From an optimization exercise on the open Yosys and OpenROAD flow, aimed at small area, a short achievable clock period and few clock cycles per item; shortcuts taken in it are not production practice. The RTL was checked by simulation tests, not by an equivalence proof against the original design. Power figures rest on the tool's default switching activity, not on a simulated workload.

==> inputs of run a <==
==> flow/design.v <==
module gcd_main(
	input CLK,
	input go_i,
	input reset,
	input [31:0] xi,
	input [31:0] yi,
	output [31:0] obebo,
	output ready
);
reg [31:0] a;
reg [31:0] b;
reg [4:0]  k;
reg        rdy;
reg        fin;
wire [30:0] ua = a[31:1];
wire [30:0] nb = ~b[31:1];
wire [30:0] hg = ua ^ nb;
wire [30:0] gg = ua & nb;
reg [30:0] gp;
reg [30:0] pp;
integer l, i, j;
always @(*) begin
	gp = gg;
	pp = hg;
	for (l = 0; l < 5; l = l + 1)
		for (i = 30; i >= 0; i = i - 1)
			if (((i >> l) & 1) == 1) begin
				j = ((i >> l) << l) - 1;
				gp[i] = gp[i] | (pp[i] & gp[j]);
				pp[i] = pp[i] & pp[j];
			end
end
wire [30:0] c0 = {gp[29:0], 1'b0};
wire [30:0] c1 = {gp[29:0] | pp[29:0], 1'b1};
wire [30:0] s1 = hg ^ c1;
wire [30:0] s0 = hg ^ c0;
wire        ge = gp[30] | pp[30];           
wire        eq = pp[30] & (a[0] == b[0]);   
wire a_ev = ~a[0];
wire b_ev = ~b[0];
wire dsh2 = (a[1] == b[1]);                 
assign ready = rdy;
assign obebo = a;
always @(posedge CLK) begin
	if (reset) begin
		a   <= 32'd0;
		rdy <= 1'b1;
		fin <= 1'b0;
	end else if (rdy) begin
		if (go_i) begin
			a   <= xi;
			b   <= yi;
			k   <= 5'd0;
			rdy <= 1'b0;
		end
	end else if (fin) begin
		a <= {a[30:0], 1'b0};
		k <= k - 5'd1;
		if (k == 5'd1) begin
			rdy <= 1'b1;
			fin <= 1'b0;
		end
	end else begin
		if (eq) begin
			if (k == 5'd0)
				rdy <= 1'b1;
			else
				fin <= 1'b1;
		end
		if (a_ev & b_ev) begin
			if (!eq) begin
				a <= {1'b0, a[31:1]};
				b <= {1'b0, b[31:1]};
				k <= k + 5'd1;
			end
		end else if (b_ev) begin
			if (b[1])
				b <= {1'b0, b[31:1]};
			else
				b <= {2'b0, b[31:2]};
		end else if (a_ev) begin
			if (a[1])
				a <= {1'b0, a[31:1]};
			else
				a <= {2'b0, a[31:2]};
		end else if (ge) begin
			if (!eq) begin
				if (dsh2)
					a <= {2'b0, s1[30:1]};
				else
					a <= {1'b0, s1};
			end
		end else begin
			if (dsh2)
				b <= {2'b0, ~s0[30:1]};
			else
				b <= {1'b0, ~s0};
		end
	end
end
endmodule
==> flow/run.sh <==
#!/bin/bash
# synth_recipe.tcl (not shown) runs the flow's synth.tcl, then flattens the netlist and writes it again
# the make line also repeats each setting of config.mk as NAME=value (left out here)
make -C /OpenROAD-flow-scripts/flow DESIGN_CONFIG=/design/flow/config.mk WORK_HOME=/design/flow/orfs CLKGATE_MAP_FILE= SYNTH_SCRIPT=/design/flow/synth_recipe.tcl finish
==> flow/config.mk <==
export PLATFORM = sky130hd
export DESIGN_NAME = gcd_main
export DESIGN_NICKNAME = gcd_main
export VERILOG_FILES = /design/flow/design.v
export SDC_FILE = /design/flow/constraint.sdc
export NUM_CORES = 4
export LEC_CHECK = 0
export CAP_MARGIN = 20
export CORE_MARGIN = 2
export CORE_UTILIZATION = 40
export SLEW_MARGIN = 20
==> flow/constraint.sdc <==
create_clock -name core_clock -period 5.5 [get_ports {CLK}]
set_input_delay 1.1000 -clock core_clock [delete_from_list [all_inputs] [get_ports {CLK}]]
set_output_delay 1.1000 -clock core_clock [all_outputs]
set_load 0.01 [all_outputs]
==> inputs of run b, as changes to run a <==
==> flow/design.v (replaced) <==
module gcd_main #(
	parameter M = 3
) (
	input CLK,
	input go_i,
	input reset,
	input [31:0] xi,
	input [31:0] yi,
	output [31:0] obebo,
	output ready
);
reg [31:0] a;
reg [31:0] b;
reg [4:0]  k;
reg        rdy;
reg        fin;
wire [30:0] ua = a[31:1];
wire [30:0] nb = ~b[31:1];
wire [30:0] hg = ua ^ nb;
wire [30:0] gg = ua & nb;
reg [30:0] gp;
reg [30:0] pp;
integer l, i, j;
always @(*) begin
	gp = gg;
	pp = hg;
	for (l = 0; l < 5; l = l + 1)
		for (i = 30; i >= 0; i = i - 1)
			if (((i >> l) & 1) == 1) begin
				j = ((i >> l) << l) - 1;
				gp[i] = gp[i] | (pp[i] & gp[j]);
				pp[i] = pp[i] & pp[j];
			end
end
wire [30:0] c0 = {gp[29:0], 1'b0};
wire [30:0] c1 = {gp[29:0] | pp[29:0], 1'b1};
wire [30:0] s1 = hg ^ c1;
wire [30:0] s0 = hg ^ c0;
wire        gt = gp[30];                    
wire        eq = (a == b);
wire a_ev = ~a[0];
wire b_ev = ~b[0];
wire busy = ~rdy & ~fin;
wire odd2 = busy & a[0] & b[0];             
wire strip = busy & a_ev & b_ev & ~eq;      
wire load = rdy & go_i;
wire a_sh = busy & a_ev & ~b_ev;            
wire b_sh = busy & b_ev & ~a_ev;            
wire b_sub = odd2 & ~load;                 
wire [M:0] xl = a[M:0] ^ b[M:0];            
reg [M:0] tz_a, tz_b, tz_d;
integer n;
always @(*) begin
	tz_a = 0;
	tz_b = 0;
	tz_d = 0;
	for (n = 1; n <= M; n = n + 1) begin
		tz_a[n] = (((a[M:0] >> 1) & ((1 << (n - 1)) - 1)) == 0) & ((n == M) | a[n]);
		tz_b[n] = (((b[M:0] >> 1) & ((1 << (n - 1)) - 1)) == 0) & ((n == M) | b[n]);
		tz_d[n] = (((xl[M:0] >> 1) & ((1 << (n - 1)) - 1)) == 0) & ((n == M) | xl[n]);
	end
end
reg [31:0] a_ot, b_ot, a_df, b_df;
reg a_hd, b_hd;
always @(*) begin
	a_hd = ~load & ~fin & ~strip & ~a_sh;
	b_hd = ~load & ~strip & ~b_sh;
	a_ot = ({32{load}} & xi)
	     | ({32{a_hd}} & a)
	     | ({32{fin}} & {a[30:0], 1'b0})
	     | ({32{strip}} & {1'b0, a[31:1]});
	b_ot = ({32{load}} & yi)
	     | ({32{b_hd}} & b)
	     | ({32{strip}} & {1'b0, b[31:1]});
	a_df = 32'd0;
	b_df = 32'd0;
	for (n = 1; n <= M; n = n + 1) begin
		a_ot = a_ot | ({32{a_sh & tz_a[n]}} & (a >> n));
		b_ot = b_ot | ({32{b_sh & tz_b[n]}} & (b >> n));
		a_df = a_df | ({32{tz_d[n]}} & ({1'b0, s1} >> (n - 1)));
		b_df = b_df | ({32{tz_d[n]}} & ({1'b0, ~s0} >> (n - 1)));
	end
end
wire [31:0] a_sd = odd2 ? a_df : a_ot;
wire [31:0] b_sd = b_sub ? b_df : b_ot;
wire [31:0] a_nx = reset ? 32'd0 : (gt ? a_sd : a_ot);
wire [31:0] b_nx = gt ? b_ot : b_sd;
assign ready = rdy;
assign obebo = a;
always @(posedge CLK) begin
	a <= a_nx;
	b <= b_nx;
	if (load)
		k <= 5'd0;
	else if (strip)
		k <= k + 5'd1;
	else if (fin)
		k <= k - 5'd1;
	if (reset) begin
		rdy <= 1'b1;
		fin <= 1'b0;
	end else if (load) begin
		rdy <= 1'b0;
	end else if (fin) begin
		if (k == 5'd1) begin
			rdy <= 1'b1;
			fin <= 1'b0;
		end
	end else if (busy & eq) begin
		if (k == 5'd0)
			rdy <= 1'b1;
		else
			fin <= 1'b1;
	end
end
endmodule
==> flow/flow/run.sh (new file) <==
#!/bin/bash
# The standard layout (standard.sh, all steps to finish), except that the
# ports are buffered with the smallest buffer (buf_1) instead of the cell
# buffer_ports picks by default; repair may still resize them.
set -e
cp standard.sh standard_copy.txt
export BUFFER_PORTS_ARGS="-buffer_cell sky130_fd_sc_hd__buf_1"
bash standard.sh > standard.log 2>&1
==> flow/standard.sh (new file) <==
#!/bin/bash
# synth_recipe.tcl (not shown) runs the flow's synth.tcl, then flattens the netlist and writes it again
# the make line also repeats each setting of config.mk as NAME=value (left out here)
make -C /OpenROAD-flow-scripts/flow DESIGN_CONFIG=/design/flow/config.mk WORK_HOME=/design/flow/orfs CLKGATE_MAP_FILE= SYNTH_SCRIPT=/design/flow/synth_recipe.tcl "${@:-finish}"
Settings changed: ABC_AREA from default to 1, SETUP_SLACK_MARGIN from default to 2.85.
removed: flow/run.sh
==> inputs of run c, as changes to run a <==
==> flow/design.v (replaced) <==
module gcd_main #(
	parameter M = 3
) (
	input CLK,
	input go_i,
	input reset,
	input [31:0] xi,
	input [31:0] yi,
	output [31:0] obebo,
	output ready
);
reg [31:0] a;
reg [31:0] b;
reg [4:0]  k;
reg        rdy;
reg        fin;
wire [30:0] ua = a[31:1];
wire [30:0] nb = ~b[31:1];
wire [30:0] hg = ua ^ nb;
wire [30:0] gg = ua & nb;
reg [30:0] gp;
reg [30:0] pp;
integer l, i, j;
always @(*) begin
	gp = gg;
	pp = hg;
	for (l = 0; l < 5; l = l + 1)
		for (i = 30; i >= 0; i = i - 1)
			if (((i >> l) & 1) == 1) begin
				j = ((i >> l) << l) - 1;
				gp[i] = gp[i] | (pp[i] & gp[j]);
				pp[i] = pp[i] & pp[j];
			end
end
wire [30:0] c0 = {gp[29:0], 1'b0};
wire [30:0] c1 = {gp[29:0] | pp[29:0], 1'b1};
wire [30:0] s1 = hg ^ c1;
wire [30:0] s0 = hg ^ c0;
wire        gt = gp[30];                    
wire        eq = (a == b);
wire a_ev = ~a[0];
wire b_ev = ~b[0];
wire busy = ~rdy & ~fin;
wire odd2 = busy & a[0] & b[0];             
wire strip = busy & a_ev & b_ev & ~eq;      
wire load = rdy & go_i;
wire a_sh = busy & a_ev & ~b_ev;            
wire b_sh = busy & b_ev & ~a_ev;            
wire b_sub = odd2 & ~load;                 
wire [M:0] dl = a[M:0] - b[M:0];            
reg [M:0] tz_a, tz_b, tz_d;
integer n;
always @(*) begin
	tz_a = 0;
	tz_b = 0;
	tz_d = 0;
	for (n = 1; n <= M; n = n + 1) begin
		tz_a[n] = (((a[M:0] >> 1) & ((1 << (n - 1)) - 1)) == 0) & ((n == M) | a[n]);
		tz_b[n] = (((b[M:0] >> 1) & ((1 << (n - 1)) - 1)) == 0) & ((n == M) | b[n]);
		tz_d[n] = (((dl[M:0] >> 1) & ((1 << (n - 1)) - 1)) == 0) & ((n == M) | dl[n]);
	end
end
reg [31:0] a_ot, b_ot, a_df, b_df;
reg a_hd, b_hd;
always @(*) begin
	a_hd = ~load & ~fin & ~strip & ~a_sh;
	b_hd = ~load & ~strip & ~b_sh;
	a_ot = ({32{load}} & xi)
	     | ({32{a_hd}} & a)
	     | ({32{fin}} & {a[30:0], 1'b0})
	     | ({32{strip}} & {1'b0, a[31:1]});
	b_ot = ({32{load}} & yi)
	     | ({32{b_hd}} & b)
	     | ({32{strip}} & {1'b0, b[31:1]});
	a_df = 32'd0;
	b_df = 32'd0;
	for (n = 1; n <= M; n = n + 1) begin
		a_ot = a_ot | ({32{a_sh & tz_a[n]}} & (a >> n));
		b_ot = b_ot | ({32{b_sh & tz_b[n]}} & (b >> n));
		a_df = a_df | ({32{tz_d[n]}} & ({1'b0, s1} >> (n - 1)));
		b_df = b_df | ({32{tz_d[n]}} & ({1'b0, ~s0} >> (n - 1)));
	end
end
wire [31:0] a_sd = odd2 ? a_df : a_ot;
wire [31:0] b_sd = b_sub ? b_df : b_ot;
wire [31:0] a_nx = reset ? 32'd0 : (gt ? a_sd : a_ot);
wire [31:0] b_nx = gt ? b_ot : b_sd;
assign ready = rdy;
assign obebo = a;
always @(posedge CLK) begin
	a <= a_nx;
	b <= b_nx;
	if (load)
		k <= 5'd0;
	else if (strip)
		k <= k + 5'd1;
	else if (fin)
		k <= k - 5'd1;
	if (reset) begin
		rdy <= 1'b1;
		fin <= 1'b0;
	end else if (load) begin
		rdy <= 1'b0;
	end else if (fin) begin
		if (k == 5'd1) begin
			rdy <= 1'b1;
			fin <= 1'b0;
		end
	end else if (busy & eq) begin
		if (k == 5'd0)
			rdy <= 1'b1;
		else
			fin <= 1'b1;
	end
end
endmodule
==> flow/flow/run.sh (new file) <==
#!/bin/bash
# The standard layout (standard.sh, all steps to finish), except that the
# ports are buffered with the smallest buffer (buf_1) instead of the cell
# buffer_ports picks by default; repair may still resize them.
set -e
cp standard.sh standard_copy.txt
export BUFFER_PORTS_ARGS="-buffer_cell sky130_fd_sc_hd__buf_1"
bash standard.sh > standard.log 2>&1
==> flow/standard.sh (new file) <==
#!/bin/bash
# synth_recipe.tcl (not shown) runs the flow's synth.tcl, then flattens the netlist and writes it again
# the make line also repeats each setting of config.mk as NAME=value (left out here)
make -C /OpenROAD-flow-scripts/flow DESIGN_CONFIG=/design/flow/config.mk WORK_HOME=/design/flow/orfs CLKGATE_MAP_FILE= SYNTH_SCRIPT=/design/flow/synth_recipe.tcl "${@:-finish}"
Settings changed: ABC_AREA from default to 1, SETUP_SLACK_MARGIN from default to 3.0.
removed: flow/run.sh
==> notes.md <==
Hold slack: run a is higher than run c (140 ps). First-iteration DRC count: run b > run a > run c. Synthesized area: run b > run c > run a. Synthesized cell count: run b > run c > run a. Clock power: run b < run c < run a. Between run b and run a, the lower combinational power is in run a (gap about 80%, measured against run a). Critical path depth: run c > run a > run b.
==> figures <==
metric	run a	run b	run c
Vertical extent of the die	148 um	149 um	149 um
Crit path buf inv count	0	3	2
Clk network pwr share	24.7%	16.3%	11.3%
GP Congestion	0.986	0.921	0.919
Worst-case setup slack after placement	1540 ps	1830 ps	1920 ps
Result of the run	timing/DRC/antenna clean	timing/DRC/antenna clean	timing/DRC/antenna clean
Longest individual stage delay on the worst path	660 ps	390 ps	370 ps
Met1 usage in global routing	42.9%	34.6%	35.5%
Internal	0.00155 W	0.00183 W	0.00262 W
Period minus WS final	4110 ps	2560 ps	2640 ps
Maximum number of pins on one net before global-route repair	73	66	48
Gate power share	48.9%	63.9%	74.2%
Post-layout worst setup margin	1390 ps	2940 ps	2860 ps
Clock network area share	3.47%	2.98%	2.89%
Fraction of met2 tracks used by global routing	39.4%	49.7%	49.6%
Max frequency	244 MHz	390 MHz	379 MHz
Testbench counts of run a, summed over its fixed seeds: cycles 36,205, items 1,600.
Testbench counts of run b, summed over its fixed seeds: cycles 31,988, items 1,600.
Testbench counts of run c, summed over its fixed seeds: cycles 31,988, items 1,600.

[port drivers added, routing unchanged]
The flow's constraints put no driver on any port. The routed layouts listed below were extracted and timed again, unchanged, in two steps. Step 1 sets driving cells, clkbuf_16 on the clock port and buf_2 on the other inputs (assumed; they add their load-dependent delay and slew). Step 2, shift: input delay + t, output delay - t, t = (earliest + latest rising clock arrival at the registers) / 2. This alone moves slack from input paths to output paths. Slacks: ideal ports / drivers / drivers and shift; pairs: ideal ports / drivers.
| run | t, ns | slack for setup (ns) | hold slack, ns |
|---|---|---|---|
| run a | 0.399 | 1.395 / 1.395 / 1.395 | 0.612 / 0.612 / 0.612 |
| run b | 0.403 | 2.935 / 2.949 / 2.562 | 0.490 / 0.490 / 0.490 |
| run c | 0.395 | 2.861 / 2.861 / 2.796 | 0.468 / 0.468 / 0.468 |
After both steps setup and hold are still met in every run listed. For run b, which loses most, drivers alone change the setup slack by +0.014 ns; drivers and shift together by -0.373 ns.
